Background: an optimization exercise with open tools, aiming at small area. Do not read the settings as production practice. The RTL was checked by simulation tests, not by an equivalence proof against the original design. Power and IR drop assume default switching activity.

### flow/run.sh
#!/bin/bash
# synth_recipe.tcl (not shown) runs the flow's synth.tcl, then flattens the netlist and writes it again
# the make line also repeats each setting of config.mk as NAME=value (left out here)
make -C /OpenROAD-flow-scripts/flow DESIGN_CONFIG=/design/flow/config.mk WORK_HOME=/design/flow/orfs CLKGATE_MAP_FILE= SYNTH_SCRIPT=/design/flow/synth_recipe.tcl finish
### flow/design.v
module frame
(
    input             CLK_I,
    input             RST_I,
    input             FIFO_AFULL_I,
    input             FIFO_EMPTY_I,
    input             SOF_RISE_I,
    output reg [7:0]  DATA_O,
    output reg        DVAL_O
);
reg [13:0] sofc;
always @(posedge CLK_I or posedge RST_I) begin
    if (RST_I)
        sofc <= 14'd0;
    else if (SOF_RISE_I)
        sofc <= sofc + 14'd1;
end
reg [6:0] sof_cnt;
wire sof_cnt_wrap = sof_cnt[6] & sof_cnt[5] & sof_cnt[2] & sof_cnt[1] & sof_cnt[0];  
always @(posedge CLK_I or posedge RST_I) begin
    if (RST_I)
        sof_cnt <= 7'd0;
    else if (SOF_RISE_I)
        sof_cnt <= sof_cnt_wrap ? 7'd0 : sof_cnt + 7'd1;
end
reg [31:0] pts;
always @(posedge CLK_I or posedge RST_I) begin
    if (RST_I)
        pts <= 32'd0;
    else
        pts <= pts + 32'd1;
end
reg        fv;
reg [11:0] byte_cnt;
reg [6:0]  pay_cnt;
reg [7:0]  pos;
reg        fid;
reg [31:0] pts_reg;
wire start    = ~fv & SOF_RISE_I & (sof_cnt == 7'd0) & FIFO_EMPTY_I;
wire wr       = fv & ~FIFO_AFULL_I;
wire hdr      = (byte_cnt[11:4] == 8'd0) & ~(byte_cnt[3] & byte_cnt[2]);
wire pay_end  = byte_cnt[11] & (&byte_cnt[9:0]);                       
wire last_pay = pay_cnt[6] & pay_cnt[5] & pay_cnt[2];                   
wire frm_end  = last_pay & byte_cnt[10] & byte_cnt[7] & byte_cnt[5] &
                byte_cnt[4] & byte_cnt[3] & byte_cnt[1] & byte_cnt[0];  
wire pix      = wr & ~hdr;
always @(posedge CLK_I) begin
    if (start)
        pts_reg <= pts;
end
always @(posedge CLK_I or posedge RST_I) begin
    if (RST_I) begin
        fv       <= 1'b0;
        byte_cnt <= 12'd0;
        pay_cnt  <= 7'd0;
        fid      <= 1'b0;
    end
    else begin
        if (fv) begin
            if (wr) begin
                byte_cnt <= pay_end ? 12'd0 : byte_cnt + 12'd1;
                if (pay_end)
                    pay_cnt <= pay_cnt + 7'd1;
                if (frm_end) begin
                    fv  <= 1'b0;
                    fid <= ~fid;
                end
            end
        end
        else begin
            byte_cnt <= 12'd0;
            pay_cnt  <= 7'd0;
            if (start)
                fv <= 1'b1;
        end
    end
end
always @(posedge CLK_I or posedge RST_I) begin
    if (RST_I)
        pos <= 8'd0;
    else if (start)
        pos <= (pos >= 8'd236) ? pos - 8'd236 : pos + 8'd4;
    else if (pix)
        pos <= (pos == 8'd239) ? 8'd0 : pos + 8'd1;
end
reg [7:0] pixel;
always @(*) begin
    if (pos < 8'd80) begin           
        case (byte_cnt[1:0])
            2'd0: pixel = 8'h20;
            2'd1: pixel = 8'h60;
            2'd2: pixel = 8'h20;
            default: pixel = 8'hDC;
        endcase
    end
    else if (pos < 8'd160)           
        pixel = 8'h00;
    else begin                       
        case (byte_cnt[1:0])
            2'd0: pixel = 8'h10;
            2'd1: pixel = 8'hD0;
            2'd2: pixel = 8'h10;
            default: pixel = 8'h70;
        endcase
    end
end
reg [7:0] hbyte;
always @(*) begin
    case (byte_cnt[3:0])
        4'd0:  hbyte = 8'd12;
        4'd1:  hbyte = {6'b000011, last_pay, fid};
        4'd2:  hbyte = pts_reg[7:0];
        4'd3:  hbyte = pts_reg[15:8];
        4'd4:  hbyte = pts_reg[23:16];
        4'd5:  hbyte = pts_reg[31:24];
        4'd6:  hbyte = pts_reg[7:0];
        4'd7:  hbyte = pts_reg[15:8];
        4'd8:  hbyte = pts_reg[23:16];
        4'd9:  hbyte = pts_reg[31:24];
        4'd10: hbyte = sofc[10:3];
        default: hbyte = {5'd0, sofc[13:11]};
    endcase
end
always @(posedge CLK_I or posedge RST_I) begin
    if (RST_I) begin
        DATA_O <= 8'd0;
        DVAL_O <= 1'b0;
    end
    else begin
        DVAL_O <= wr;
        if (~fv)
            DATA_O <= 8'd0;
        else if (wr)
            DATA_O <= hdr ? hbyte : pixel;
    end
end
endmodule
module usb_desc (
    input      [9:0] i_descrom_raddr,
    output reg [7:0] o_descrom_rdat
);
always @(*) begin
    case (i_descrom_raddr[8:0])
        9'd0: o_descrom_rdat = 8'h12;
        9'd1: o_descrom_rdat = 8'h01;
        9'd2: o_descrom_rdat = 8'h00;
        9'd3: o_descrom_rdat = 8'h02;
        9'd4: o_descrom_rdat = 8'hef;
        9'd5: o_descrom_rdat = 8'h02;
        9'd6: o_descrom_rdat = 8'h01;
        9'd7: o_descrom_rdat = 8'h40;
        9'd8: o_descrom_rdat = 8'haa;
        9'd9: o_descrom_rdat = 8'h33;
        9'd10: o_descrom_rdat = 8'h00;
        9'd11: o_descrom_rdat = 8'h02;
        9'd12: o_descrom_rdat = 8'h00;
        9'd13: o_descrom_rdat = 8'h02;
        9'd14: o_descrom_rdat = 8'h01;
        9'd15: o_descrom_rdat = 8'h02;
        9'd16: o_descrom_rdat = 8'h00;
        9'd17: o_descrom_rdat = 8'h01;
        9'd18: o_descrom_rdat = 8'h00;
        9'd19: o_descrom_rdat = 8'h00;
        9'd20: o_descrom_rdat = 8'h0a;
        9'd21: o_descrom_rdat = 8'h06;
        9'd22: o_descrom_rdat = 8'h00;
        9'd23: o_descrom_rdat = 8'h02;
        9'd24: o_descrom_rdat = 8'h01;
        9'd25: o_descrom_rdat = 8'h00;
        9'd26: o_descrom_rdat = 8'h00;
        9'd27: o_descrom_rdat = 8'h40;
        9'd28: o_descrom_rdat = 8'h00;
        9'd29: o_descrom_rdat = 8'h00;
        9'd30: o_descrom_rdat = 8'h00;
        9'd31: o_descrom_rdat = 8'h00;
        9'd32: o_descrom_rdat = 8'h09;
        9'd33: o_descrom_rdat = 8'h02;
        9'd34: o_descrom_rdat = 8'hae;
        9'd35: o_descrom_rdat = 8'h00;
        9'd36: o_descrom_rdat = 8'h02;
        9'd37: o_descrom_rdat = 8'h01;
        9'd38: o_descrom_rdat = 8'h00;
        9'd39: o_descrom_rdat = 8'h80;
        9'd40: o_descrom_rdat = 8'hfa;
        9'd41: o_descrom_rdat = 8'h08;
        9'd42: o_descrom_rdat = 8'h0b;
        9'd43: o_descrom_rdat = 8'h00;
        9'd44: o_descrom_rdat = 8'h02;
        9'd45: o_descrom_rdat = 8'h0e;
        9'd46: o_descrom_rdat = 8'h03;
        9'd47: o_descrom_rdat = 8'h00;
        9'd48: o_descrom_rdat = 8'h02;
        9'd49: o_descrom_rdat = 8'h09;
        9'd50: o_descrom_rdat = 8'h04;
        9'd51: o_descrom_rdat = 8'h00;
        9'd52: o_descrom_rdat = 8'h00;
        9'd53: o_descrom_rdat = 8'h01;
        9'd54: o_descrom_rdat = 8'h0e;
        9'd55: o_descrom_rdat = 8'h01;
        9'd56: o_descrom_rdat = 8'h00;
        9'd57: o_descrom_rdat = 8'h02;
        9'd58: o_descrom_rdat = 8'h0d;
        9'd59: o_descrom_rdat = 8'h24;
        9'd60: o_descrom_rdat = 8'h01;
        9'd61: o_descrom_rdat = 8'h10;
        9'd62: o_descrom_rdat = 8'h01;
        9'd63: o_descrom_rdat = 8'h28;
        9'd64: o_descrom_rdat = 8'h00;
        9'd65: o_descrom_rdat = 8'h00;
        9'd66: o_descrom_rdat = 8'h87;
        9'd67: o_descrom_rdat = 8'h93;
        9'd68: o_descrom_rdat = 8'h03;
        9'd69: o_descrom_rdat = 8'h01;
        9'd70: o_descrom_rdat = 8'h01;
        9'd71: o_descrom_rdat = 8'h12;
        9'd72: o_descrom_rdat = 8'h24;
        9'd73: o_descrom_rdat = 8'h02;
        9'd74: o_descrom_rdat = 8'h01;
        9'd75: o_descrom_rdat = 8'h01;
        9'd76: o_descrom_rdat = 8'h02;
        9'd77: o_descrom_rdat = 8'h00;
        9'd78: o_descrom_rdat = 8'h00;
        9'd79: o_descrom_rdat = 8'h00;
        9'd80: o_descrom_rdat = 8'h00;
        9'd81: o_descrom_rdat = 8'h00;
        9'd82: o_descrom_rdat = 8'h00;
        9'd83: o_descrom_rdat = 8'h00;
        9'd84: o_descrom_rdat = 8'h00;
        9'd85: o_descrom_rdat = 8'h03;
        9'd86: o_descrom_rdat = 8'h00;
        9'd87: o_descrom_rdat = 8'h00;
        9'd88: o_descrom_rdat = 8'h00;
        9'd89: o_descrom_rdat = 8'h09;
        9'd90: o_descrom_rdat = 8'h24;
        9'd91: o_descrom_rdat = 8'h03;
        9'd92: o_descrom_rdat = 8'h02;
        9'd93: o_descrom_rdat = 8'h01;
        9'd94: o_descrom_rdat = 8'h01;
        9'd95: o_descrom_rdat = 8'h00;
        9'd96: o_descrom_rdat = 8'h01;
        9'd97: o_descrom_rdat = 8'h00;
        9'd98: o_descrom_rdat = 8'h07;
        9'd99: o_descrom_rdat = 8'h05;
        9'd100: o_descrom_rdat = 8'h81;
        9'd101: o_descrom_rdat = 8'h03;
        9'd102: o_descrom_rdat = 8'h40;
        9'd103: o_descrom_rdat = 8'h00;
        9'd104: o_descrom_rdat = 8'h09;
        9'd105: o_descrom_rdat = 8'h05;
        9'd106: o_descrom_rdat = 8'h25;
        9'd107: o_descrom_rdat = 8'h03;
        9'd108: o_descrom_rdat = 8'h40;
        9'd109: o_descrom_rdat = 8'h00;
        9'd110: o_descrom_rdat = 8'h09;
        9'd111: o_descrom_rdat = 8'h04;
        9'd112: o_descrom_rdat = 8'h01;
        9'd113: o_descrom_rdat = 8'h00;
        9'd114: o_descrom_rdat = 8'h00;
        9'd115: o_descrom_rdat = 8'h0e;
        9'd116: o_descrom_rdat = 8'h02;
        9'd117: o_descrom_rdat = 8'h00;
        9'd118: o_descrom_rdat = 8'h00;
        9'd119: o_descrom_rdat = 8'h0e;
        9'd120: o_descrom_rdat = 8'h24;
        9'd121: o_descrom_rdat = 8'h01;
        9'd122: o_descrom_rdat = 8'h01;
        9'd123: o_descrom_rdat = 8'h47;
        9'd124: o_descrom_rdat = 8'h00;
        9'd125: o_descrom_rdat = 8'h82;
        9'd126: o_descrom_rdat = 8'h00;
        9'd127: o_descrom_rdat = 8'h02;
        9'd128: o_descrom_rdat = 8'h01;
        9'd129: o_descrom_rdat = 8'h00;
        9'd130: o_descrom_rdat = 8'h00;
        9'd131: o_descrom_rdat = 8'h01;
        9'd132: o_descrom_rdat = 8'h00;
        9'd133: o_descrom_rdat = 8'h1b;
        9'd134: o_descrom_rdat = 8'h24;
        9'd135: o_descrom_rdat = 8'h04;
        9'd136: o_descrom_rdat = 8'h01;
        9'd137: o_descrom_rdat = 8'h01;
        9'd138: o_descrom_rdat = 8'h59;
        9'd139: o_descrom_rdat = 8'h55;
        9'd140: o_descrom_rdat = 8'h59;
        9'd141: o_descrom_rdat = 8'h32;
        9'd142: o_descrom_rdat = 8'h00;
        9'd143: o_descrom_rdat = 8'h00;
        9'd144: o_descrom_rdat = 8'h10;
        9'd145: o_descrom_rdat = 8'h00;
        9'd146: o_descrom_rdat = 8'h80;
        9'd147: o_descrom_rdat = 8'h00;
        9'd148: o_descrom_rdat = 8'h00;
        9'd149: o_descrom_rdat = 8'haa;
        9'd150: o_descrom_rdat = 8'h00;
        9'd151: o_descrom_rdat = 8'h38;
        9'd152: o_descrom_rdat = 8'h9b;
        9'd153: o_descrom_rdat = 8'h71;
        9'd154: o_descrom_rdat = 8'h10;
        9'd155: o_descrom_rdat = 8'h01;
        9'd156: o_descrom_rdat = 8'h00;
        9'd157: o_descrom_rdat = 8'h00;
        9'd158: o_descrom_rdat = 8'h00;
        9'd159: o_descrom_rdat = 8'h00;
        9'd160: o_descrom_rdat = 8'h1e;
        9'd161: o_descrom_rdat = 8'h24;
        9'd162: o_descrom_rdat = 8'h05;
        9'd163: o_descrom_rdat = 8'h01;
        9'd164: o_descrom_rdat = 8'h01;
        9'd165: o_descrom_rdat = 8'he0;
        9'd166: o_descrom_rdat = 8'h01;
        9'd167: o_descrom_rdat = 8'h40;
        9'd168: o_descrom_rdat = 8'h01;
        9'd169: o_descrom_rdat = 8'h00;
        9'd170: o_descrom_rdat = 8'h80;
        9'd171: o_descrom_rdat = 8'h25;
        9'd172: o_descrom_rdat = 8'h00;
        9'd173: o_descrom_rdat = 8'h00;
        9'd174: o_descrom_rdat = 8'h00;
        9'd175: o_descrom_rdat = 8'h6d;
        9'd176: o_descrom_rdat = 8'h0b;
        9'd177: o_descrom_rdat = 8'h00;
        9'd178: o_descrom_rdat = 8'hb0;
        9'd179: o_descrom_rdat = 8'h04;
        9'd180: o_descrom_rdat = 8'h00;
        9'd181: o_descrom_rdat = 8'hcd;
        9'd182: o_descrom_rdat = 8'hf4;
        9'd183: o_descrom_rdat = 8'h01;
        9'd184: o_descrom_rdat = 8'h00;
        9'd185: o_descrom_rdat = 8'h01;
        9'd186: o_descrom_rdat = 8'hcd;
        9'd187: o_descrom_rdat = 8'hf4;
        9'd188: o_descrom_rdat = 8'h01;
        9'd189: o_descrom_rdat = 8'h00;
        9'd190: o_descrom_rdat = 8'h09;
        9'd191: o_descrom_rdat = 8'h04;
        9'd192: o_descrom_rdat = 8'h01;
        9'd193: o_descrom_rdat = 8'h01;
        9'd194: o_descrom_rdat = 8'h01;
        9'd195: o_descrom_rdat = 8'h0e;
        9'd196: o_descrom_rdat = 8'h02;
        9'd197: o_descrom_rdat = 8'h00;
        9'd198: o_descrom_rdat = 8'h00;
        9'd199: o_descrom_rdat = 8'h07;
        9'd200: o_descrom_rdat = 8'h05;
        9'd201: o_descrom_rdat = 8'h82;
        9'd202: o_descrom_rdat = 8'h05;
        9'd203: o_descrom_rdat = 8'h00;
        9'd204: o_descrom_rdat = 8'h14;
        9'd205: o_descrom_rdat = 8'h01;
        9'd206: o_descrom_rdat = 8'h07;
        9'd207: o_descrom_rdat = 8'h00;
        9'd208: o_descrom_rdat = 8'h00;
        9'd209: o_descrom_rdat = 8'h00;
        9'd210: o_descrom_rdat = 8'h00;
        9'd211: o_descrom_rdat = 8'h00;
        9'd212: o_descrom_rdat = 8'h00;
        9'd213: o_descrom_rdat = 8'h00;
        9'd214: o_descrom_rdat = 8'h00;
        9'd215: o_descrom_rdat = 8'h00;
        9'd216: o_descrom_rdat = 8'h00;
        9'd217: o_descrom_rdat = 8'h00;
        9'd218: o_descrom_rdat = 8'h00;
        9'd219: o_descrom_rdat = 8'h04;
        9'd220: o_descrom_rdat = 8'h03;
        9'd221: o_descrom_rdat = 8'h09;
        9'd222: o_descrom_rdat = 8'h04;
        9'd223: o_descrom_rdat = 8'h14;
        9'd224: o_descrom_rdat = 8'h03;
        9'd225: o_descrom_rdat = 8'h47;
        9'd226: o_descrom_rdat = 8'h00;
        9'd227: o_descrom_rdat = 8'h6f;
        9'd228: o_descrom_rdat = 8'h00;
        9'd229: o_descrom_rdat = 8'h77;
        9'd230: o_descrom_rdat = 8'h00;
        9'd231: o_descrom_rdat = 8'h69;
        9'd232: o_descrom_rdat = 8'h00;
        9'd233: o_descrom_rdat = 8'h6e;
        9'd234: o_descrom_rdat = 8'h00;
        9'd235: o_descrom_rdat = 8'h73;
        9'd236: o_descrom_rdat = 8'h00;
        9'd237: o_descrom_rdat = 8'h65;
        9'd238: o_descrom_rdat = 8'h00;
        9'd239: o_descrom_rdat = 8'h6d;
        9'd240: o_descrom_rdat = 8'h00;
        9'd241: o_descrom_rdat = 8'h69;
        9'd242: o_descrom_rdat = 8'h00;
        9'd243: o_descrom_rdat = 8'h20;
        9'd244: o_descrom_rdat = 8'h03;
        9'd245: o_descrom_rdat = 8'h47;
        9'd246: o_descrom_rdat = 8'h00;
        9'd247: o_descrom_rdat = 8'h6f;
        9'd248: o_descrom_rdat = 8'h00;
        9'd249: o_descrom_rdat = 8'h77;
        9'd250: o_descrom_rdat = 8'h00;
        9'd251: o_descrom_rdat = 8'h69;
        9'd252: o_descrom_rdat = 8'h00;
        9'd253: o_descrom_rdat = 8'h6e;
        9'd254: o_descrom_rdat = 8'h00;
        9'd255: o_descrom_rdat = 8'h20;
        9'd256: o_descrom_rdat = 8'h00;
        9'd257: o_descrom_rdat = 8'h55;
        9'd258: o_descrom_rdat = 8'h00;
        9'd259: o_descrom_rdat = 8'h53;
        9'd260: o_descrom_rdat = 8'h00;
        9'd261: o_descrom_rdat = 8'h42;
        9'd262: o_descrom_rdat = 8'h00;
        9'd263: o_descrom_rdat = 8'h20;
        9'd264: o_descrom_rdat = 8'h00;
        9'd265: o_descrom_rdat = 8'h56;
        9'd266: o_descrom_rdat = 8'h00;
        9'd267: o_descrom_rdat = 8'h69;
        9'd268: o_descrom_rdat = 8'h00;
        9'd269: o_descrom_rdat = 8'h64;
        9'd270: o_descrom_rdat = 8'h00;
        9'd271: o_descrom_rdat = 8'h65;
        9'd272: o_descrom_rdat = 8'h00;
        9'd273: o_descrom_rdat = 8'h6f;
        9'd274: o_descrom_rdat = 8'h00;
        9'd275: o_descrom_rdat = 8'h02;
        9'd276: o_descrom_rdat = 8'h03;
        default: o_descrom_rdat = 8'h00;
    endcase
end
endmodule
module uvc_app(
    input         clk,
    input         rst,               
    input         usb_sof_i,
    input         usb_txact_i,
    input         usb_txpop_i,
    input  [7:0]  usb_rxdat_i,
    input         usb_rxval_i,
    input         usb_rxact_i,
    input         usb_setup_i,
    input  [3:0]  usb_endpt_i,
    input  [7:0]  inf_alter_i,
    input  [7:0]  inf_sel_i,
    input         inf_set_i,
    input  [9:0]  descrom_raddr_i,
    input         phy_txvalid_i,
    input  [7:0]  fifo_rdat_i,
    input  [11:0] fifo_wnum_i,
    input         fifo_aempty_i,
    input         fifo_afull_i,
    input         fifo_empty_i,
    output [7:0]  usb_txdat_o,
    output        usb_txval_o,
    output [11:0] usb_txdat_len_o,
    output        usb_txcork_o,
    output [3:0]  usb_txiso_pid_o,
    output [7:0]  inf_alter_o,
    output [7:0]  descrom_rdat_o,
    output [9:0]  desc_dev_addr_o,
    output [7:0]  desc_dev_len_o,
    output [9:0]  desc_qual_addr_o,
    output [7:0]  desc_qual_len_o,
    output [9:0]  desc_fscfg_addr_o,
    output [7:0]  desc_fscfg_len_o,
    output [9:0]  desc_hscfg_addr_o,
    output [7:0]  desc_hscfg_len_o,
    output [9:0]  desc_oscfg_addr_o,
    output [9:0]  desc_strlang_addr_o,
    output [9:0]  desc_strvendor_addr_o,
    output [7:0]  desc_strvendor_len_o,
    output [9:0]  desc_strproduct_addr_o,
    output [7:0]  desc_strproduct_len_o,
    output [9:0]  desc_strserial_addr_o,
    output [7:0]  desc_strserial_len_o,
    output        desc_have_strings_o,
    output [7:0]  fifo_wdat_o,
    output        fifo_wren_o,
    output        fifo_rden_o,
    output        LED,
    output [5:0]  GPIO
);
reg txact_d0, txact_d1;
reg sof_d0, sof_d1;
always @(posedge clk, posedge rst) begin
    if (rst) begin
        txact_d0 <= 1'b0;
        txact_d1 <= 1'b0;
        sof_d0   <= 1'b0;
        sof_d1   <= 1'b0;
    end
    else begin
        txact_d0 <= usb_txact_i;
        txact_d1 <= txact_d0;
        sof_d0   <= usb_sof_i;
        sof_d1   <= sof_d0;
    end
end
wire txact_fall = txact_d1 & ~txact_d0;
wire sof_rise   = sof_d0 & ~sof_d1;
wire ep0 = (usb_endpt_i == 4'd0);
wire ep2 = (usb_endpt_i == 4'd2);
reg [15:0] led_cnt;
assign LED = (led_cnt >= 16'd10000);
always @(posedge clk, posedge rst) begin
    if (rst)
        led_cnt <= 16'd0;
    else if (led_cnt[15] & led_cnt[10] & led_cnt[9] & led_cnt[8])  
        led_cnt <= 16'd0;
    else
        led_cnt <= led_cnt + 16'd1;
end
reg [7:0] dect;
always @(posedge clk, posedge rst) begin
    if (rst)
        dect <= 8'd0;
    else if (phy_txvalid_i)
        dect <= 8'd0;
    else
        dect <= dect + 8'd1;
end
reg [15:0] sof_dly_cnt;
always @(posedge clk, posedge rst) begin
    if (rst)
        sof_dly_cnt <= 16'd0;
    else if (sof_rise)
        sof_dly_cnt <= 16'd0;
    else
        sof_dly_cnt <= sof_dly_cnt + 16'd1;
end
reg [1:0] pid_hi;
always @(posedge clk) begin
    if (rst)
        pid_hi <= 2'b01;
    else if (usb_sof_i)
        pid_hi <= fifo_afull_i ? 2'b01 : fifo_aempty_i ? 2'b00 : 2'b10;
    else if (txact_fall & ep2)
        pid_hi <= {pid_hi[0], 1'b0};
end
assign usb_txiso_pid_o = {pid_hi, 2'b11};
reg [15:0] tx_width_cnt;
always @(posedge clk, posedge rst) begin
    if (rst)
        tx_width_cnt <= 16'd0;
    else if ((txact_fall | usb_txact_i) & ep2)
        tx_width_cnt <= 16'd0;
    else if (pid_hi[1])
        tx_width_cnt <= tx_width_cnt + 16'd1;
end
wire frame_dval;
assign GPIO[0] = (dect >= 8'd150);
assign GPIO[1] = fifo_rden_o;
assign GPIO[2] = frame_dval;
assign GPIO[3] = usb_txact_i;
assign GPIO[4] = (tx_width_cnt > 16'd350) & fifo_afull_i;
assign GPIO[5] = (sof_dly_cnt >= 16'd8000);
assign fifo_rden_o = usb_txact_i & usb_txpop_i & ep2;
assign fifo_wren_o = frame_dval;
frame u_frame (
    .CLK_I       (clk),
    .RST_I       (rst),
    .FIFO_AFULL_I(fifo_afull_i),
    .FIFO_EMPTY_I(fifo_empty_i),
    .SOF_RISE_I  (sof_rise),
    .DATA_O      (fifo_wdat_o),
    .DVAL_O      (frame_dval)
);
reg [11:0] txdat_len;
reg        usb_txcork;
assign usb_txdat_len_o = txdat_len;
assign usb_txcork_o    = usb_txcork;
always @(posedge clk, posedge rst) begin
    if (rst) begin
        txdat_len  <= 12'd34;
        usb_txcork <= 1'b0;
    end
    else if (usb_txact_i) begin
        if (ep0)
            txdat_len <= 12'd0;
    end
    else if (ep0) begin
        txdat_len  <= 12'd34;
        usb_txcork <= 1'b0;
    end
    else if (ep2) begin
        if (fifo_afull_i) begin
            txdat_len  <= 12'd1024;
            usb_txcork <= 1'b0;
        end
        else if (frame_dval | fifo_empty_i) begin
            txdat_len  <= 12'd0;
            usb_txcork <= 1'b1;
        end
        else if (fifo_aempty_i) begin
            txdat_len  <= fifo_wnum_i;
            usb_txcork <= 1'b0;
        end
        else begin
            txdat_len  <= 12'd1024;
            usb_txcork <= 1'b0;
        end
    end
    else begin
        txdat_len  <= 12'd0;
        usb_txcork <= 1'b1;
    end
end
reg [7:0] interface0_alter;
reg [7:0] interface1_alter;
wire inf0 = (inf_sel_i == 8'd0);
wire inf1 = (inf_sel_i == 8'd1);
assign inf_alter_o = inf0 ? interface0_alter : inf1 ? interface1_alter : 8'd0;
always @(posedge clk, posedge rst) begin
    if (rst) begin
        interface0_alter <= 8'd0;
        interface1_alter <= 8'd0;
    end
    else if (inf_set_i) begin
        if (inf0)
            interface0_alter <= inf_alter_i;
        else if (inf1)
            interface1_alter <= inf_alter_i;
    end
end
usb_desc u_usb_desc (
    .i_descrom_raddr (descrom_raddr_i),
    .o_descrom_rdat  (descrom_rdat_o)
);
assign desc_dev_addr_o        = 10'd0;
assign desc_dev_len_o         = 8'd18;
assign desc_qual_addr_o       = 10'd20;
assign desc_qual_len_o        = 8'd10;
assign desc_fscfg_addr_o      = 10'd32;
assign desc_fscfg_len_o       = 8'd174;
assign desc_hscfg_addr_o      = 10'd32;
assign desc_hscfg_len_o       = 8'd174;
assign desc_oscfg_addr_o      = 10'd206;
assign desc_strlang_addr_o    = 10'd219;
assign desc_strvendor_addr_o  = 10'd223;
assign desc_strvendor_len_o   = 8'd20;
assign desc_strproduct_addr_o = 10'd243;
assign desc_strproduct_len_o  = 8'd32;
assign desc_strserial_addr_o  = 10'd275;
assign desc_strserial_len_o   = 8'd2;
assign desc_have_strings_o    = 1'b1;
reg        rq_set, rq_get, v_ok, i_ok;
reg [3:0]  stage;
reg [7:0]  sub_stage;
reg        endpt0_send;
reg [7:0]  endpt0_dat;
wire       match = v_ok & i_ok;
assign usb_txdat_o = ep0 ? endpt0_dat : fifo_rdat_i;
assign usb_txval_o = ep0 & endpt0_send;
localparam [271:0] PROBE_RST = 272'h0000000003938700000004000004b000000000000000000000000005161501010000;
wire [271:0] probe;
wire probe_we = ~usb_setup_i & rq_set & match & usb_rxact_i & ep0 & usb_rxval_i;
genvar k;
generate
    for (k = 0; k < 34; k = k + 1) begin : g_probe
        if (k >= 22 && k <= 25) begin : g_const
            assign probe[8*k +: 8] = PROBE_RST[8*k +: 8];
        end
        else begin : g_reg
            reg [7:0] r;
            always @(posedge clk, posedge rst) begin
                if (rst)
                    r <= PROBE_RST[8*k +: 8];
                else if (probe_we && sub_stage == k)
                    r <= usb_rxdat_i;
            end
            assign probe[8*k +: 8] = r;
        end
    end
endgenerate
reg [7:0] probe_next;
integer j;
always @(*) begin
    probe_next = endpt0_dat;
    for (j = 0; j < 33; j = j + 1)
        if (sub_stage == j)
            probe_next = probe[8*(j+1) +: 8];
end
always @(posedge clk, posedge rst) begin
    if (rst) begin
        stage       <= 4'd0;
        sub_stage   <= 8'd0;
        endpt0_send <= 1'b0;
        endpt0_dat  <= 8'd0;
        rq_set      <= 1'b0;
        rq_get      <= 1'b0;
        v_ok        <= 1'b0;
        i_ok        <= 1'b0;
    end
    else if (usb_setup_i) begin
        if (usb_rxval_i) begin
            if (stage != 4'd8)
                stage <= stage + 4'd1;
            case (stage)
                4'd0: begin
                    sub_stage   <= 8'd0;
                    endpt0_send <= 1'b0;
                end
                4'd1: begin
                    rq_set <= (usb_rxdat_i == 8'h01);
                    rq_get <= (usb_rxdat_i == 8'h81) | (usb_rxdat_i == 8'h87);
                end
                4'd3: v_ok <= (usb_rxdat_i == 8'h01);
                4'd4: i_ok <= (usb_rxdat_i == 8'h01);
                4'd6: if (rq_get & match) endpt0_send <= 1'b1;
                4'd7: sub_stage <= 8'd0;
                default: ;
            endcase
        end
    end
    else begin
        stage <= 4'd0;
        if (rq_set) begin
            if (match) begin
                if (usb_rxact_i & ep0) begin
                    if (usb_rxval_i)
                        sub_stage <= sub_stage + 8'd1;
                end
                else
                    sub_stage <= 8'd0;
            end
        end
        else if (rq_get) begin
            if (match) begin
                if (usb_txact_i & ep0) begin
                    if (endpt0_send) begin
                        if (usb_txpop_i) begin
                            sub_stage <= sub_stage + 8'd1;
                            if (sub_stage == 8'd33)
                                endpt0_send <= 1'b0;
                            endpt0_dat <= probe_next;
                        end
                        else if (sub_stage == 8'd0)
                            endpt0_dat <= probe[7:0];
                    end
                end
                else
                    sub_stage <= 8'd0;
            end
        end
        else
            sub_stage <= 8'd0;
    end
end
endmodule
### flow/constraint.sdc
create_clock -name core_clock -period 12.5 [get_ports {clk}]
set_input_delay 2.5000 -clock core_clock [delete_from_list [all_inputs] [get_ports {clk}]]
set_output_delay 2.5000 -clock core_clock [all_outputs]
set_load 0.01 [all_outputs]
### flow/config.mk
export PLATFORM = sky130hd
export DESIGN_NAME = uvc_app
export DESIGN_NICKNAME = uvc_app
export VERILOG_FILES = /design/flow/design.v
export SDC_FILE = /design/flow/constraint.sdc
export NUM_CORES = 4
export LEC_CHECK = 0
export ABC_AREA = 1
export CAP_MARGIN = 20
export CORE_MARGIN = 2
export CORE_UTILIZATION = 40
export CTS_BUF_LIST = sky130_fd_sc_hd__clkbuf_16
export CTS_CLUSTER_DIAMETER = 100
export CTS_CLUSTER_SIZE = 32
export SLEW_MARGIN = 20
==> flow_summary.json, run 1 <==
{
  "firstDrtPassIters": 6,
  "edff_count_synth": 32,
  "ys_types": 70,
  "netlist_area_mm2": 0.02620,
  "timing.critical_path.arrival_ns": 6.34,
  "cts.htree.levels": 1,
  "grt_setup_unrepaired": "no",
  "start_kind": "primary input",
  "maximum_number_of_pins_on_one_net_before_global_route_repair": 76,
  "area_used_by_multi_input_combinational_logic_mm2": 0.01156,
  "async_flop_share_pct": 92.90,
  "tightestPinTransition_ns": 1.113,
  "post_route_setup_tns_ns": 0,
  "floorplan.io_pins": 277,
  "avg_synthesized_cell_area_um2": 7.784,
  "crit-reg2reg-launch": "sub_stage[0]",
  "initial_core_util_pct": 40.57,
  "dp.final_hpwl_um": 47400,
  "post_drt_via_cell_ratio": 4.979,
  "synth.cells.most_frequent": "843 x nand2_1, 419 x dfrtp_1, 399 x o21ai_0, 354 x inv_1, 303 x nor2_1",
  "die_height_um": 259.9,
  "crit_chain": "clkdlybuf4s50_1 -> inv_1 -> ha_1 -> inv_1 -> nor2_1 -> inv_1 -> nand3_1 -> nand2_1 -> o311ai_0 -> o21ai_0 -> o21ai_0 -> a32o_1 -> clkdlybuf4s50_1",
  "area.sequential_mm2": 0.01217,
  "cts-hold-fix-buffers": 0,
  "startpoint": "descrom_raddr_i[1]",
  "worst-r2r-cell-count": 15,
  "buffer_ports.inserted": 126,
  "timing.reg2reg.setup_slack_ns": 8.65,
  "post-route-min-period_ns": 8.837,
  "met2_wirelength_um": 30600,
  "antenna_violations_before_repair": 3,
  "top_metal_used": "met5",
  "synth_top_cell_area_share_pct": 40.02,
  "worstSetupPathType": "primary input to output port",
  "place_worst_setup_slack_ns": 3.829,
  "average_routed_wire_per_standard_cell_um": 15.70,
  "ratio_of_total_power_to_cell_area_mw_per_mm2": 111.4,
  "slowest_stage_delay_cp_ns": 0.62,
  "layout-drive-gt1-share_pct": 5.158,
  "met3_length_um": 3451,
  "outcome": "timing/DRC/antenna clean",
  "clock_path_buffers": 3,
  "detailedRoute.firstIterationViolations": 1805,
  "detail_route.drc_violations": 0,
  "postCtsSetupRepairBufs": 0,
  "grt_use_total_pct": 19.86,
  "die_w_um": 259.9,
  "gp_congestion": 0.9456,
  "layout-area-overhead-vs-synth_pct": 9.422,
  "cts_tree": "built",
  "cts.reportedPaths.clkPinSlew_ns": 0.11,
  "largest_reg_flops": 240,
  "timing.slew.headroom_pct": 25.63,
  "worstPathRequired_ns": 10.00,
  "timing.critical_path.slowest_stage_cell": "clkdlybuf4s50_1",
  "die-area_mm2": 0.06757,
  "cts_num_sinks": 479,
  "hold_violation_total_from_the_final_report": 0,
  "insertion_delay_to_the_later_sink_of_the_worst_skew_pair_ns": 0.61,
  "placementRows": 93,
  "cts_inserted_buffers": 24,
  "vdd.ir_drop.worst_mv": 0.07520,
  "share_of_the_yosys_chip_area_belonging_to_registers_pct": 46.44,
  "setup_slack_ns": 3.663,
  "synth_cells": 3366,
  "wl_met1_um": 32150,
  "setup_violations": 0,
  "wire_length_of_the_first_global_routing_pass_um": 110400,
  "ys_top_cells_by_area": "dfrtp_1 40%, nand2_1 12%, o21ai_0 7.6%",
  "worst_r2r_endpoint": "endpt0_dat[4]",
  "grt_remaining_overflow": 0,
  "n_fill_cell": 6648,
  "totalPowerFinal_mw": 3.195,
  "final_antenna_net_count": 0,
  "finalCritPeriodShare_pct": 70.69,
  "yosys_most_used_dff": "dfrtp_1",
  "yosys_register_bits": 479,
  "hold_path.class": "register to register",
  "ctsRootBufferMaster": "clkbuf_16",
  "total_count_of_max_transition_violations_in_the_final_report": 0,
  "via_count": 21440,
  "leakage_power_nw": 13.35,
  "synth.most_common_cell": "nand2_1",
  "max-cap-violations": 0,
  "n_antenna_cell": 0,
  "synthesis.yosys.warnings": 3,
  "worst_path_most_repeated_cell": "inv_1",
  "yosysTopAreaCell": "dfrtp_1",
  "crit_end": "descrom_rdat_o[0]",
  "drt_wl_total_um": 67590,
  "worst_setup_path_end_kind": "output port",
  "max_clock_freq_mhz": 113.2,
  "final_nets": 3543,
  "worstPathMaxFanout": 9,
  "floorplan.core_area_mm2": 0.06458,
  "post_cts_resized": 0,
  "grt_pass1_vias": 20450,
  "worst_case_clock_skew_ns": 0.04279
}
kinds of logic (layout without fill, tap and decap cells):
kind of cell	after synthesis	after routing	synth area share [%]
and+or+nand+nor	1449	1449	23.18
AOI/OAI and AO/OA	690	690	14.75
xor gates and xnor gates	60	60	2.006
other	2	149	0.02866
buffers and inverters	644	582	11.62
adders and majority gates	39	39	1.862
muxes	3	3	0.1146
DFF	479	479	46.44
layout by cell type (no fill, tap or decap), types with 12 or more instances in the layout:
cell type        netlist  layout
conb_1                 2     149
nor3_1                72      71
edfxtp_1              32      32
nand4_1               19      19
clkbuf_16              0      26
or2_2                 19      19
inv_2                 19      19
a21oi_1              141     141
ha_1                  39      39
o21ai_0              399     399
clkdlybuf4s50_1        0     126
xnor2_1               13      13
nor2_1               303     301
o211ai_1              28      28
inv_1                354     355
dfstp_2               26      26
buf_4                155      32
a31oi_1               12      12
dfrtp_1              419     419
nand3_1              120     120
nor4_1                24      22
xor2_1                47      47
nand2_1              843     843
power breakdown:
part	switching (mW)	internal (mW)	total (mW)
Combinational	0.322	0.166	0.489
Sequential	0.0579	1.62	1.68
Clock	0.586	0.437	1.02
Total	0.966	2.23	3.19
how the worst min path moves through the flow:
stage | from | endpoint | slack, ns | depth (start not counted)
final | txact_d0 | txact_d1 | 0.39 | 0
after global routing | txact_d0 | txact_d1 | 0.41 | 0
after detailed placement | txact_d0 | txact_d1 | 0.36 | 0
after global placement | sof_d0 | sof_d1 | 0.36 | 0
after floorplan | sof_d0 | sof_d1 | 0.35 | 0
after CTS | txact_d0 | txact_d1 | 0.39 | 0
routing by layer:
metal,vias up,track usage (%)
met5,-,0
met4,6,4.390
met3,92,2.154
met2,529,31.75
met1,10040,28.96
li1,10770,-
critical path: cells and delay by family:
family                   cells  cell delay [ns]
AO/OA/AOI/OAI                4             0.80
AND/OR/NAND/NOR              3             0.82
buffers and inverters        5             1.86
adder cells (fa/ha/maj)      1             0.36
final cells by class:
cell class | count | area share (%)
repair buffers | 160 | 5.346
inverters | 378 | 4.962
well taps | 855 | 3.731
multi-input cells | 2390 | 40.33
clock inverters | 18 | 0.9165
clock buffers | 26 | 2.269
flip-flops and latches | 479 | 42.45
stage by stage:
| step | instance area, um^2 | hold WS (ns) | std cells | utilization [%] |
|---|---|---|---|---|
| final | 28670 | 0.3886 | 4306 | 44.39 |
| after global routing | 28670 | 0.4092 | 4306 | 44.39 |
| after CTS | 28650 | 0.3918 | 4305 | 44.36 |
| after detailed placement | 27730 | 0.3646 | 4261 | 42.94 |
| after global placement | 27720 | 0.3585 | 4260 | 42.93 |
| after floorplan | 26760 | 0.3537 | 3513 | - |
==> run 2, diff against run 1 <==
--- a/flow/config.mk
+++ b/flow/config.mk
@@ -11,5 +11,2 @@
 export CORE_UTILIZATION = 40
-export CTS_BUF_LIST = sky130_fd_sc_hd__clkbuf_16
-export CTS_CLUSTER_DIAMETER = 100
-export CTS_CLUSTER_SIZE = 32
 export SLEW_MARGIN = 20
==> run 2 against run 1 <==
Effect of this change: still clean; register-to-register slack better by 0.07 ns; clock skew down 0.011 ns; cell count up 1.3%; first-iteration DRC count down 11%; routed wire length up 1.6%; largest cell class unchanged.
==> flow_summary.json, run 2 <==
{
  "area_used_by_multi_input_combinational_logic_mm2": 0.01156,
  "yosys_most_used_dff": "dfrtp_1",
  "worst_path_most_repeated_cell": "inv_1",
  "synth_top_cell_area_share_pct": 40.02,
  "layout-area-overhead-vs-synth_pct": 13.04,
  "worstPathMaxFanout": 9,
  "maximum_number_of_pins_on_one_net_before_global_route_repair": 76,
  "leakage_power_nw": 13.82,
  "worst_setup_path_end_kind": "output port",
  "avg_synthesized_cell_area_um2": 7.784,
  "hold_violation_total_from_the_final_report": 0,
  "firstDrtPassIters": 8,
  "final_cell_utilization_of_the_core_pct": 45.86,
  "timing.critical_path.arrival_ns": 6.32,
  "total_count_of_max_transition_violations_in_the_final_report": 0,
  "max_clock_freq_mhz": 113.3,
  "layout-drive-gt1-share_pct": 6.385,
  "sequentialPowerShare_pct": 44.1,
  "postCtsSetupRepairBufs": 0,
  "netlist_area_mm2": 0.02620,
  "switching_share_pct": 27.20,
  "ctsRootBufferMaster": "clkbuf_16",
  "gp_congestion": 0.9456,
  "cts_inserted_buffers": 54,
  "final_antenna_net_count": 0,
  "start_kind": "primary input",
  "area.sequential_mm2": 0.01217,
  "cts_num_sinks": 479,
  "die-area_mm2": 0.06757,
  "worst_case_clock_skew_ns": 0.03223,
  "outcome": "timing/DRC/antenna clean",
  "post_drt_via_cell_ratio": 4.973,
  "average_routed_wire_per_standard_cell_um": 15.74,
  "async_flop_share_pct": 92.90,
  "cellInternalPower_mw": 2.782,
  "placementRows": 93,
  "largest_reg_flops": 240,
  "slowest_stage_delay_cp_ns": 0.62,
  "grt_setup_unrepaired": "no",
  "detail_route.drc_violations": 0,
  "share_of_the_yosys_chip_area_belonging_to_registers_pct": 46.44,
  "n_antenna_cell": 0,
  "buffer_ports.inserted": 126,
  "cts.htree.levels": 2,
  "stdcell_count": 4363,
  "grt_pass1_vias": 20890,
  "placed_cells_incl_taps": 4261,
  "synthesis.yosys.warnings": 3,
  "antenna_violations_before_repair": 3,
  "die_w_um": 259.9,
  "cts.reportedPaths.clkPinSlew_ns": 0.06,
  "layout_common_cells": "843 x nand2_1, 419 x dfrtp_1, 399 x o21ai_0",
  "ratio_of_total_power_to_cell_area_mw_per_mm2": 129.0,
  "die_height_um": 259.9,
  "final_nets": 3573,
  "hold_path.class": "register to register",
  "clock_path_buffers": 3,
  "grt_remaining_overflow": 0,
  "yosysTopAreaCell": "dfrtp_1",
  "timing.reg2reg.setup_slack_ns": 8.72,
  "ys_types": 70,
  "max-cap-violations": 0,
  "post-route-min-period_ns": 8.824,
  "drt_wl_total_um": 68660,
  "grt_use_total_pct": 20.25,
  "yosys_register_bits": 479,
  "floorplan.io_pins": 277,
  "cts-hold-fix-buffers": 0,
  "worstSetupPathType": "primary input to output port",
  "clock_power_share_pct": 43.1,
  "insertion_delay_to_the_later_sink_of_the_worst_skew_pair_ns": 0.61,
  "wire_length_of_the_first_global_routing_pass_um": 111900,
  "edff_count_synth": 32,
  "p_switching_mw": 1.039,
  "cts_tree": "built",
  "detailedRoute.firstIterationViolations": 1615,
  "vdd.ir_drop.worst_mv": 0.1056,
  "via_count": 21700,
  "dp.final_hpwl_um": 47400,
  "synth.most_common_cell": "nand2_1",
  "mostFrequentLayoutCell": "nand2_1",
  "synth.cells.most_frequent": "843 x nand2_1, 419 x dfrtp_1, 399 x o21ai_0, 354 x inv_1, 303 x nor2_1",
  "setup_violations": 0,
  "floorplan.core_area_mm2": 0.06458,
  "post_cts_resized": 0,
  "timing.critical_path.slowest_stage_cell": "clkdlybuf4s50_1",
  "worstPathRequired_ns": 10.00,
  "synth_cells": 3366,
  "finalCritPeriodShare_pct": 70.59,
  "initial_core_util_pct": 40.57,
  "timing.slew.headroom_pct": 25.84,
  "post_route_setup_tns_ns": 0,
  "ys_top_cells_by_area": "dfrtp_1 40%, nand2_1 12%, o21ai_0 7.6%",
  "logic_gate_share_of_total_power_pct": 12.8,
  "crit_chain": "clkdlybuf4s50_1 -> inv_1 -> ha_1 -> inv_1 -> nor2_1 -> inv_1 -> nand3_1 -> nand2_1 -> o311ai_0 -> o21ai_0 -> o21ai_0 -> a32o_1 -> clkdlybuf4s50_1",
  "tightestPinTransition_ns": 1.110,
  "n_fill_cell": 6556
}
run 2: cell counts after synthesis:
No cell type changed its count.
run 2: path summary, 6_finish.rpt:
kind | from | endpoint | depth (start not counted)
max in group asynchronous | rst | txdat_len[3] | 5
min in group asynchronous | rst | led_cnt[5] | 2
worst max register to register | sub_stage[5] | endpt0_dat[6] | 37
worst min register to register | sof_d0 | sof_d1 | 0
worst max-delay path | descrom_raddr_i[1] | descrom_rdat_o[0] | 13
worst min-delay path | sof_d0 | sof_d1 | 0
run 2: per-stage QoR:
step / hold slack, ns / cell area, um^2 / setup WS (ns) / total power [mW]
global placement: 0.3585 / 27720 / 3.722 / 2.198
detailed placement: 0.3646 / 27730 / 3.829 / 2.200
global route: 0.3739 / 29620 / 3.583 / 4.003
CTS: 0.3557 / 29590 / 3.850 / 3.868
floorplan: 0.3537 / 26760 / 2.859 / 2.059
finish: 0.3517 / 29620 / 3.676 / 3.821
run 2: critical path, delay by kind of cell:
kind / cells / cell delay [ns]
buf+inv: 5 / 1.86
fa+ha+maj: 1 / 0.36
simple gates: 3 / 0.82
compound gates: 4 / 0.79
run 2: power groups by stage:
stage / clock, mW / sequential, mW / combinational (mW)
6_report: 1.65 / 1.69 / 0.488
5_1_grt: 1.75 / 1.69 / 0.554
4_1_cts: 1.69 / 1.69 / 0.490
3_5_place_dp: 0 / 1.71 / 0.487
3_3_place_gp: 0 / 1.71 / 0.487
2_1_floorplan: 0 / 1.70 / 0.357
run 2: logic make-up (layout without fill, tap and decap cells):
| family | after synthesis | in the layout | share of synthesized area, % |
|---|---|---|---|
| DFF | 479 | 479 | 46.44 |
| other | 2 | 149 | 0.02866 |
| buffers and inverters | 644 | 639 | 11.62 |
| and+or+nand+nor | 1449 | 1449 | 23.18 |
| AOI/OAI and AO/OA | 690 | 690 | 14.75 |
| xor gates and xnor gates | 60 | 60 | 2.006 |
| muxes | 3 | 3 | 0.1146 |
| adders and majority gates | 39 | 39 | 1.862 |
run 2: routing by layer:
| layer | up-vias | GRT usage, % | part of all wire [%] |
|---|---|---|---|
| li1 | 10870 | - | - |
| met1 | 10180 | 29.09 | 47 |
| met2 | 520 | 31.82 | 45 |
| met3 | 123 | 2.671 | 5.0 |
| met4 | 6 | 6.034 | 2.5 |
| met5 | - | 0 | 0.060 |
run 2: area by class of cell:
class	count	share of cell area, %
Inverter	378	4.803
Multi-Input combinational cell	2390	39.04
Clock buffer	85	5.564
Sequential cell	479	41.09
Tap cell	855	3.612
Clock inverter	16	0.7182
Timing Repair Buffer	160	5.175
==> run 3, diff against run 2 <==
--- a/flow/design.v
+++ b/flow/design.v
@@ -638,2 +638,33 @@
 assign desc_have_strings_o    = 1'b1;
+wire       endpt0_send;
+wire [7:0] endpt0_dat;
+uvc_probe u_probe (
+    .clk         (clk),
+    .rst         (rst),
+    .setup_i     (usb_setup_i),
+    .rxdat_i     (usb_rxdat_i),
+    .rxval_i     (usb_rxval_i),
+    .rxact_i     (usb_rxact_i),
+    .txact_i     (usb_txact_i),
+    .txpop_i     (usb_txpop_i),
+    .ep0_i       (ep0),
+    .send_o      (endpt0_send),
+    .dat_o       (endpt0_dat)
+);
+assign usb_txdat_o = ep0 ? endpt0_dat : fifo_rdat_i;
+assign usb_txval_o = ep0 & endpt0_send;
+endmodule
+module uvc_probe (
+    input            clk,
+    input            rst,
+    input            setup_i,
+    input      [7:0] rxdat_i,
+    input            rxval_i,
+    input            rxact_i,
+    input            txact_i,
+    input            txpop_i,
+    input            ep0_i,
+    output           send_o,
+    output     [7:0] dat_o
+);
 reg        rq_set, rq_get, v_ok, i_ok;
@@ -642,9 +673,11 @@
 reg        endpt0_send;
+assign send_o = endpt0_send;
 reg [7:0]  endpt0_dat;
+assign dat_o = endpt0_dat;
 wire       match = v_ok & i_ok;
-assign usb_txdat_o = ep0 ? endpt0_dat : fifo_rdat_i;
-assign usb_txval_o = ep0 & endpt0_send;
 localparam [271:0] PROBE_RST = 272'h0000000003938700000004000004b000000000000000000000000005161501010000;
 wire [271:0] probe;
-wire probe_we = ~usb_setup_i & rq_set & match & usb_rxact_i & ep0 & usb_rxval_i;
+wire probe_we = ~setup_i & rq_set & match & rxact_i & ep0_i & rxval_i;
+wire [7:0] rxd_z = rxdat_i & {8{~rst}};
+wire [7:0] rxd_o = rxdat_i | {8{rst}};
 genvar k;
@@ -657,7 +690,6 @@
             reg [7:0] r;
-            always @(posedge clk, posedge rst) begin
-                if (rst)
-                    r <= PROBE_RST[8*k +: 8];
-                else if (probe_we && sub_stage == k)
-                    r <= usb_rxdat_i;
+            wire en = rst | (probe_we & dec[k]);
+            always @(posedge clk) begin
+                if (en)
+                    r <= (rxd_z & ~PROBE_RST[8*k +: 8]) | (rxd_o & PROBE_RST[8*k +: 8]);
             end
@@ -667,2 +699,8 @@
 endgenerate
+wire [33:0] dec;
+generate
+    for (k = 0; k < 34; k = k + 1) begin : g_dec
+        assign dec[k] = (sub_stage == k);
+    end
+endgenerate
 reg [7:0] probe_next;
@@ -670,7 +708,7 @@
 always @(*) begin
-    probe_next = endpt0_dat;
+    probe_next = 8'd0;
     for (j = 0; j < 33; j = j + 1)
-        if (sub_stage == j)
-            probe_next = probe[8*(j+1) +: 8];
+        probe_next = probe_next | ({8{dec[j]}} & probe[8*(j+1) +: 8]);
 end
+wire rd_ok = |dec[32:0];
 always @(posedge clk, posedge rst) begin
@@ -686,4 +724,4 @@
     end
-    else if (usb_setup_i) begin
-        if (usb_rxval_i) begin
+    else if (setup_i) begin
+        if (rxval_i) begin
             if (stage != 4'd8)
@@ -696,7 +734,7 @@
                 4'd1: begin
-                    rq_set <= (usb_rxdat_i == 8'h01);
-                    rq_get <= (usb_rxdat_i == 8'h81) | (usb_rxdat_i == 8'h87);
+                    rq_set <= (rxdat_i == 8'h01);
+                    rq_get <= (rxdat_i == 8'h81) | (rxdat_i == 8'h87);
                 end
-                4'd3: v_ok <= (usb_rxdat_i == 8'h01);
-                4'd4: i_ok <= (usb_rxdat_i == 8'h01);
+                4'd3: v_ok <= (rxdat_i == 8'h01);
+                4'd4: i_ok <= (rxdat_i == 8'h01);
                 4'd6: if (rq_get & match) endpt0_send <= 1'b1;
@@ -711,4 +749,4 @@
             if (match) begin
-                if (usb_rxact_i & ep0) begin
-                    if (usb_rxval_i)
+                if (rxact_i & ep0_i) begin
+                    if (rxval_i)
                         sub_stage <= sub_stage + 8'd1;
@@ -721,11 +759,12 @@
             if (match) begin
-                if (usb_txact_i & ep0) begin
+                if (txact_i & ep0_i) begin
                     if (endpt0_send) begin
-                        if (usb_txpop_i) begin
+                        if (txpop_i) begin
                             sub_stage <= sub_stage + 8'd1;
-                            if (sub_stage == 8'd33)
+                            if (dec[33])
                                 endpt0_send <= 1'b0;
-                            endpt0_dat <= probe_next;
+                            if (rd_ok)
+                                endpt0_dat <= probe_next;
                         end
-                        else if (sub_stage == 8'd0)
+                        else if (dec[0])
                             endpt0_dat <= probe[7:0];
--- a/flow/config.mk
+++ b/flow/config.mk
@@ -11,2 +11,5 @@
 export CORE_UTILIZATION = 40
+export CTS_BUF_LIST = sky130_fd_sc_hd__clkbuf_16
+export CTS_CLUSTER_DIAMETER = 100
+export CTS_CLUSTER_SIZE = 32
 export SLEW_MARGIN = 20
==> run 3 against run 2 <==
Effect of this change: still clean; first-iteration DRC count increased by 28%; sequential power increased by 12%; clock skew increased by 0.0026 ns; register-to-register slack improved by 0.70 ns; sequential share of layout area increased by 7.8 points; hold slack improved by 0.043 ns; synthesized area decreased by 5.0%; cell area decreased by 7.8%; via count decreased by 11%; routed wire length decreased by 0.20%; critical endpoint is now descrom_rdat_o[5].
==> flow_summary.json, run 3 <==
{
  "outcome": "timing/DRC/antenna clean",
  "grt_setup_unrepaired": "no",
  "synth_top_cell_area_share_pct": 32.82,
  "worst_r2r_endpoint": "u_probe.g_probe[15].g_reg.r[6]",
  "n_fill_cell": 5945,
  "layout_common_cells": "732 x nand2_1, 286 x nor2_1, 272 x edfxtp_1",
  "cts_tree": "built",
  "edff_count_synth": 272,
  "max_clock_freq_mhz": 116.6,
  "async_flop_share_pct": 42.80,
  "post_drt_via_cell_ratio": 5.121,
  "antenna_violations_before_repair": 1,
  "largest_reg_flops": 240,
  "placementRows": 91,
  "dp.final_hpwl_um": 48480,
  "min_from": "sof_d0",
  "tightestPinTransition_ns": 1.170,
  "worst_case_clock_skew_ns": 0.03486,
  "average_routed_wire_per_standard_cell_um": 18.16,
  "finalCritPeriodShare_pct": 68.59,
  "cts_inserted_buffers": 21,
  "ys_top_cells_by_area": "edfxtp_1 33%, dfrtp_1 20%, nand2_1 11%",
  "floorplan.core_area_mm2": 0.06160,
  "start_kind": "primary input",
  "layout-drive-gt1-share_pct": 4.940,
  "post_cts_resized": 0,
  "synth_top_family_by_area": "simple AND/OR/NAND/NOR gates",
  "post_route_setup_tns_ns": 0,
  "die_w_um": 253.4,
  "cts.htree.levels": 1,
  "ctsRootBufferMaster": "clkbuf_16",
  "via_count": 19320,
  "worstPathMaxFanout": 22,
  "buffer_ports.inserted": 126,
  "layout-area-overhead-vs-synth_pct": 9.709,
  "hold_end": "sof_d1",
  "wire_length_of_the_first_global_routing_pass_um": 105600,
  "yosys_register_bits": 479,
  "avg_synthesized_cell_area_um2": 8.868,
  "ratio_of_total_power_to_cell_area_mw_per_mm2": 119.6,
  "maximum_number_of_pins_on_one_net_before_global_route_repair": 100,
  "postCtsSetupRepairBufs": 0,
  "max-cap-violations": 0,
  "total_count_of_max_transition_violations_in_the_final_report": 0,
  "grt_remaining_overflow": 0,
  "yosys_most_used_dff": "edfxtp_1",
  "final_nets": 3031,
  "setup_violations": 0,
  "timing.reg2reg.setup_slack_ns": 9.42,
  "yosysTopAreaCell": "edfxtp_1",
  "synth_compound_area_share_pct": 7.311,
  "hold_path.class": "register to register",
  "synth_area_in_adders_pct": 1.961,
  "grt_pass1_vias": 17960,
  "synthesis.yosys.warnings": 4,
  "cts-hold-fix-buffers": 0,
  "place_worst_setup_slack_ns": 3.992,
  "cts_num_sinks": 479,
  "setup_slack_ns": 3.926,
  "synth.mux.area_fraction_pct": 0,
  "worst-r2r-cell-count": 5,
  "synth_cells": 2806,
  "synthSimpleGateAreaFrac_pct": 24.91,
  "initial_core_util_pct": 40.40,
  "vdd.ir_drop.worst_mv": 0.09770,
  "worst_hold_slack_ns": 0.3948,
  "crit-reg2reg-launch": "u_probe.sub_stage[7]",
  "ys_types": 67,
  "timing.hold.worst_path_depth": 0,
  "gp_congestion": 0.9305,
  "timing.slew.headroom_pct": 21.52,
  "clock_path_buffers": 3,
  "detail_route.drc_violations": 0,
  "worstSetupPathType": "primary input to output port",
  "final_antenna_net_count": 0,
  "synth_xor_xnor_area_share_pct": 2.323,
  "post-route-min-period_ns": 8.574,
  "share_of_the_yosys_chip_area_belonging_to_registers_pct": 53.61,
  "detailedRoute.firstIterationViolations": 2075,
  "insertion_delay_to_the_later_sink_of_the_worst_skew_pair_ns": 0.56,
  "netlist_area_mm2": 0.02488,
  "die_height_um": 253.4,
  "grt_use_total_pct": 21.08,
  "cts.reportedPaths.clkPinSlew_ns": 0.12,
  "floorplan.io_pins": 277,
  "worst_setup_path_end_kind": "output port",
  "worstPathRequired_ns": 10.00,
  "synth.cells.most_frequent": "732 x nand2_1, 293 x nor2_1, 272 x edfxtp_1, 251 x inv_1, 237 x nand3_1",
  "drt_wl_total_um": 68520,
  "die-area_mm2": 0.06422,
  "leakage_power_nw": 11.99,
  "timing.critical_path.arrival_ns": 6.07,
  "mostFrequentLayoutCell": "nand2_1",
  "synth.most_common_cell": "nand2_1",
  "firstDrtPassIters": 5,
  "hold_violation_total_from_the_final_report": 0
}
run 3: layer usage:
layer | vias up | global-route usage, % | wire (um)
li1 | 9236 | - | -
met1 | 9247 | 31.62 | 31320
met2 | 768 | 32.81 | 30940
met3 | 69 | 2.066 | 4932
met4 | 0 | 4.987 | 1322
met5 | - | 0 | 0
run 3: cell families after synthesis:
kind of cell | Yosys count
and+or+nand+nor | 1431
buffers and inverters | 479
DFF | 479
AOI/OAI and AO/OA | 310
xor gates and xnor gates | 66
adders and majority gates | 39
other | 2
run 3: worst max-delay path by stage:
stage	start	to	slack, ns	depth (start not counted)
2_1_floorplan	rst	u_probe.g_probe[1].g_reg.r[0]	0.91	5
3_3_place_gp	descrom_raddr_i[2]	descrom_rdat_o[5]	3.97	11
3_5_place_dp	descrom_raddr_i[2]	descrom_rdat_o[5]	3.99	11
4_1_cts	descrom_raddr_i[2]	descrom_rdat_o[5]	4.01	11
5_1_grt	descrom_raddr_i[2]	descrom_rdat_o[5]	3.80	11
6_report	descrom_raddr_i[2]	descrom_rdat_o[5]	3.93	11
run 3: worst max-delay path, cell delays in order:
cell	delay, ns
clkdlybuf4s50_1	0.86
inv_1	0.63
nand2_1	0.20
nor2_1	0.39
inv_1	0.19
nand3_1	0.11
nand3_1	0.09
o2111ai_1	0.14
nand2_1	0.14
o21ai_0	0.24
clkdlybuf4s50_1	0.58
run 3: final cells by class:
cell class / count / area [um^2] / share of cell area (%)
antenna: 1 / 2.502 / 0.009166
clock buffer: 21 / 525.5 / 1.925
clock inverter: 16 / 155.1 / 0.5683
inverter: 266 / 1006 / 3.685
multi-input combinational: 1995 / 9722 / 35.61
sequential: 479 / 13340 / 48.87
tap: 837 / 1047 / 3.836
timing repair buffer: 158 / 1501 / 5.500
run 3: report_power, final:
| part | internal (mW) | switching [mW] |
|---|---|---|
| combinational | 0.179 | 0.344 |
| clock | 0.332 | 0.519 |
| sequential | 1.81 | 0.0832 |
| total | 2.32 | 0.947 |
run 3: stage by stage:
step | utilization (%) | std cells | total power [mW] | instance area [um^2]
3_3_place_gp | 43.15 | 3734 | 2.426 | 26580
3_5_place_dp | 43.16 | 3734 | 2.444 | 26590
2_1_floorplan | - | 2953 | 2.276 | 25440
4_1_cts | 44.27 | 3771 | 3.291 | 27270
6_report | 44.32 | 3773 | 3.265 | 27300
5_1_grt | 44.32 | 3773 | 3.429 | 27300
==> run 4, diff against run 3 <==
==> flow/flow/run.sh (new file) <==
#!/bin/bash
# Standard ORFS layout (the standard.sh, standard synthesis unchanged) with
# two changes: ports are buffered with buf_1 instead of the resizer's default
# pick, and the clock tree uses clkbuf_16 leaf clusters without dummy loads.
# make's output goes to flow_make.log; ORFS keeps each step's log under orfs/logs.
set -euo pipefail
bash standard.sh \
  "BUFFER_PORTS_ARGS=-buffer_cell sky130_fd_sc_hd__buf_1" \
  "CTS_ARGS=-sink_clustering_enable -repair_clock_nets -dont_use_dummy_load -buf_list sky130_fd_sc_hd__clkbuf_16 -sink_clustering_size 32 -sink_clustering_max_diameter 100" \
  finish > flow_make.log 2>&1
==> flow/standard.sh (new file) <==
#!/bin/bash
# synth_recipe.tcl (not shown) runs the flow's synth.tcl, then flattens the netlist and writes it again
# the make line also repeats each setting of config.mk as NAME=value (left out here)
make -C /OpenROAD-flow-scripts/flow DESIGN_CONFIG=/design/flow/config.mk WORK_HOME=/design/flow/orfs CLKGATE_MAP_FILE= SYNTH_SCRIPT=/design/flow/synth_recipe.tcl "${@:-finish}"
--- a/flow/config.mk
+++ b/flow/config.mk
@@ -11,5 +11,2 @@
 export CORE_UTILIZATION = 40
-export CTS_BUF_LIST = sky130_fd_sc_hd__clkbuf_16
-export CTS_CLUSTER_DIAMETER = 100
-export CTS_CLUSTER_SIZE = 32
 export SLEW_MARGIN = 20
removed: flow/run.sh
==> run 4 against run 3 <==
Effect of this change: still clean on timing, DRC and antenna; combinational power fell by 6.9%; synthesized area did not move; synthesized cell count did not move; critical path type unchanged; critical endpoint is now descrom_rdat_o[3].
==> flow_summary.json, run 4 <==
{
  "cts-hold-fix-buffers": 0,
  "die_height_um": 253.4,
  "edff_count_synth": 272,
  "synth_top_cell_area_share_pct": 32.82,
  "netlist_area_mm2": 0.02488,
  "yosys_most_used_dff": "edfxtp_1",
  "die-area_mm2": 0.06422,
  "post_cts_resized": 0,
  "ys_types": 67,
  "worstPathMaxFanout": 34,
  "wire_length_of_the_first_global_routing_pass_um": 104300,
  "initial_core_util_pct": 40.40,
  "leakage_power_nw": 11.56,
  "cp.buffers_inverters": 4,
  "n_fill_cell": 5986,
  "layout_common_cells": "732 x nand2_1, 286 x nor2_1, 272 x edfxtp_1",
  "dp.final_hpwl_um": 48690,
  "avg_synthesized_cell_area_um2": 8.868,
  "worstSetupPathType": "primary input to output port",
  "floorplan.io_pins": 277,
  "grt_remaining_overflow": 0,
  "final_antenna_net_count": 0,
  "worst_path_most_repeated_cell": "nand2_1",
  "postCtsSetupRepairBufs": 0,
  "crit_chain": "clkbuf_2 -> inv_1 -> nor2_2 -> nand2_1 -> inv_1 -> o21ai_0 -> and2_1 -> a31oi_1 -> nand2_1 -> nand2_1 -> buf_1",
  "timing.slew.headroom_pct": 23.32,
  "ratio_of_total_power_to_cell_area_mw_per_mm2": 119.1,
  "synth.cells.most_frequent": "732 x nand2_1, 293 x nor2_1, 272 x edfxtp_1, 251 x inv_1, 237 x nand3_1",
  "mostFrequentLayoutCell": "nand2_1",
  "startpoint": "descrom_raddr_i[3]",
  "final_nets": 3033,
  "area_used_by_multi_input_combinational_logic_mm2": 0.009712,
  "slowest_stage_delay_cp_ns": 0.60,
  "max-cap-violations": 0,
  "async_flop_share_pct": 42.80,
  "largest_reg_flops": 240,
  "timing.critical_path.slowest_stage_cell": "inv_1",
  "worstPathRequired_ns": 10.00,
  "cts.htree.levels": 1,
  "n_antenna_cell": 0,
  "synth.most_common_cell": "nand2_1",
  "post_drt_via_cell_ratio": 5.169,
  "insertion_delay_to_the_later_sink_of_the_worst_skew_pair_ns": 0.56,
  "post-route-min-period_ns": 7.845,
  "clock_path_buffers": 3,
  "die_w_um": 253.4,
  "cts_tree": "built",
  "detail_route.drc_violations": 0,
  "maximum_number_of_pins_on_one_net_before_global_route_repair": 113,
  "placementRows": 91,
  "via_count": 19420,
  "ctsRootBufferMaster": "clkbuf_16",
  "outcome": "timing/DRC/antenna clean",
  "tightestPinTransition_ns": 1.143,
  "total_count_of_max_transition_violations_in_the_final_report": 0,
  "share_of_the_yosys_chip_area_belonging_to_registers_pct": 53.61,
  "buffer_ports.inserted": 126,
  "cts_inserted_buffers": 20,
  "crit-reg2reg-launch": "u_probe.sub_stage[1]",
  "grt_setup_unrepaired": "no",
  "average_routed_wire_per_standard_cell_um": 18.31,
  "synthesis.yosys.warnings": 4,
  "floorplan.core_area_mm2": 0.06160,
  "worst_hold_slack_ns": 0.3906,
  "detailedRoute.firstIterationViolations": 1852,
  "gp_congestion": 0.9132,
  "worst_setup_path_end_kind": "output port",
  "grt_pass1_vias": 18190,
  "min_from": "txact_d0",
  "synth_cells": 2806,
  "start_kind": "primary input",
  "layout-area-overhead-vs-synth_pct": 5.868,
  "cts.reportedPaths.clkPinSlew_ns": 0.11,
  "drt_wl_total_um": 68790,
  "yosys_register_bits": 479,
  "area.sequential_mm2": 0.01334,
  "antenna_violations_before_repair": 0,
  "ys_top_cells_by_area": "edfxtp_1 33%, dfrtp_1 20%, nand2_1 11%",
  "post_route_setup_tns_ns": 0,
  "vdd.ir_drop.worst_mv": 0.08799,
  "max_clock_freq_mhz": 127.5,
  "yosysTopAreaCell": "edfxtp_1",
  "cts_num_sinks": 479,
  "grt_use_total_pct": 20.93,
  "hold_path.class": "register to register",
  "worst_case_clock_skew_ns": 0.04957,
  "finalCritPeriodShare_pct": 62.76,
  "layout-drive-gt1-share_pct": 4.861,
  "hold_violation_total_from_the_final_report": 0,
  "firstDrtPassIters": 8,
  "timing.critical_path.arrival_ns": 5.34,
  "critical-path-top-delay-family": "buffers and inverters",
  "setup_violations": 0
}
## run 4: cell counts after synthesis
Identical to the previous run, type by type.
## run 4: worst paths after layout
| check | endpoint | slack, ns | depth (start not counted) |
|---|---|---|---|
| min in group asynchronous | u_frame.pts[13] | 2.48 | 2 |
| hold reg to reg | txact_d1 | 0.39 | 0 |
| max in group asynchronous | tx_width_cnt[8] | 7.86 | 4 |
| hold / removal | txact_d1 | 0.39 | 0 |
| setup reg to reg | u_probe.g_probe[9].g_reg.r[3] | 9.56 | 6 |
| setup / recovery | descrom_rdat_o[3] | 4.66 | 11 |
## run 4: cell type report
type,count,share of cell area [%]
inverter,266,3.819
tap,837,3.975
timing repair buffer,161,2.802
multi-input combinational,1995,36.87
clock buffer,20,1.900
sequential,479,50.64
## run 4: cell families after synthesis
kind of cell	after synthesis	synth area share, %
simple gates	1431	24.91
flops	479	53.61
other cells	2	0.03018
fa+ha+maj	39	1.961
buf+inv	479	9.855
compound gates	310	7.311
xor+xnor	66	2.323
## run 4: per-stage QoR
step | cells | area (um^2) | power, mW | setup slack, ns | utilization, %
2_1_floorplan | 2953 | 25440 | 2.276 | 0.9079 | -
3_3_place_gp | 3734 | 25790 | 2.389 | 4.665 | 41.87
3_5_place_dp | 3735 | 25810 | 2.406 | 4.745 | 41.90
4_1_cts | 3755 | 26310 | 3.162 | 4.754 | 42.71
5_1_grt | 3758 | 26340 | 3.295 | 4.429 | 42.77
6_report | 3758 | 26340 | 3.138 | 4.655 | 42.77
## run 4: power by group
part | switching [mW] | internal (mW)
Clock | 0.471 | 0.290
Combinational | 0.343 | 0.144
Sequential | 0.0817 | 1.81
## run 4: metal layers
layer | routed length [um] | share of wire (%) | global-route usage [%] | up-vias
met5 | 0 | 0 | 0 | -
met4 | 1520 | 2.2 | 5.292 | 0
met3 | 5325 | 7.7 | 2.025 | 78
met2 | 31090 | 45 | 33.16 | 842
met1 | 30860 | 45 | 30.74 | 9284
li1 | - | - | - | 9220

-- what the ideal ports hide --
Ports are ideal in the flow. The routed layouts listed here were re-timed in OpenROAD.
Step 1 sets driving cells, clkbuf_16 on the clock port and buf_2 on the other inputs (assumed; they add their load-dependent delay and slew).
Step 2 adds t to the input delays and takes it off the output delays; t is the mean of the earliest and latest rising clock arrival at the registers after step 1. Input paths then give back, and output paths get back, about the clock's delay inside the block.
Slacks: ideal / step 1 / step 2; pairs: ideal / step 1.
| run | t, ns | setup WS [ns] | worst setup path after step 2 | worst data-port slew with drivers (ns) | pins driven straight from the clock port |
|---|---|---|---|---|---|
| run 1 | 0.649 | 3.663 / 3.632 / 3.632 | input to output | 0.14 | 1 |
| run 2 | 0.655 | 3.676 / 3.644 / 3.644 | input to output | 0.14 | 1 |
| run 3 | 0.609 | 3.926 / 3.901 / 3.901 | input to output | 0.08 | 1 |
| run 4 | 0.605 | 4.655 / 4.632 / 4.632 | input to output | 0.09 | 1 |
After both steps every run listed still meets setup and hold. The setup slack of run 2, which loses most, moves by -0.032 ns with the drivers and by -0.032 ns with both steps.
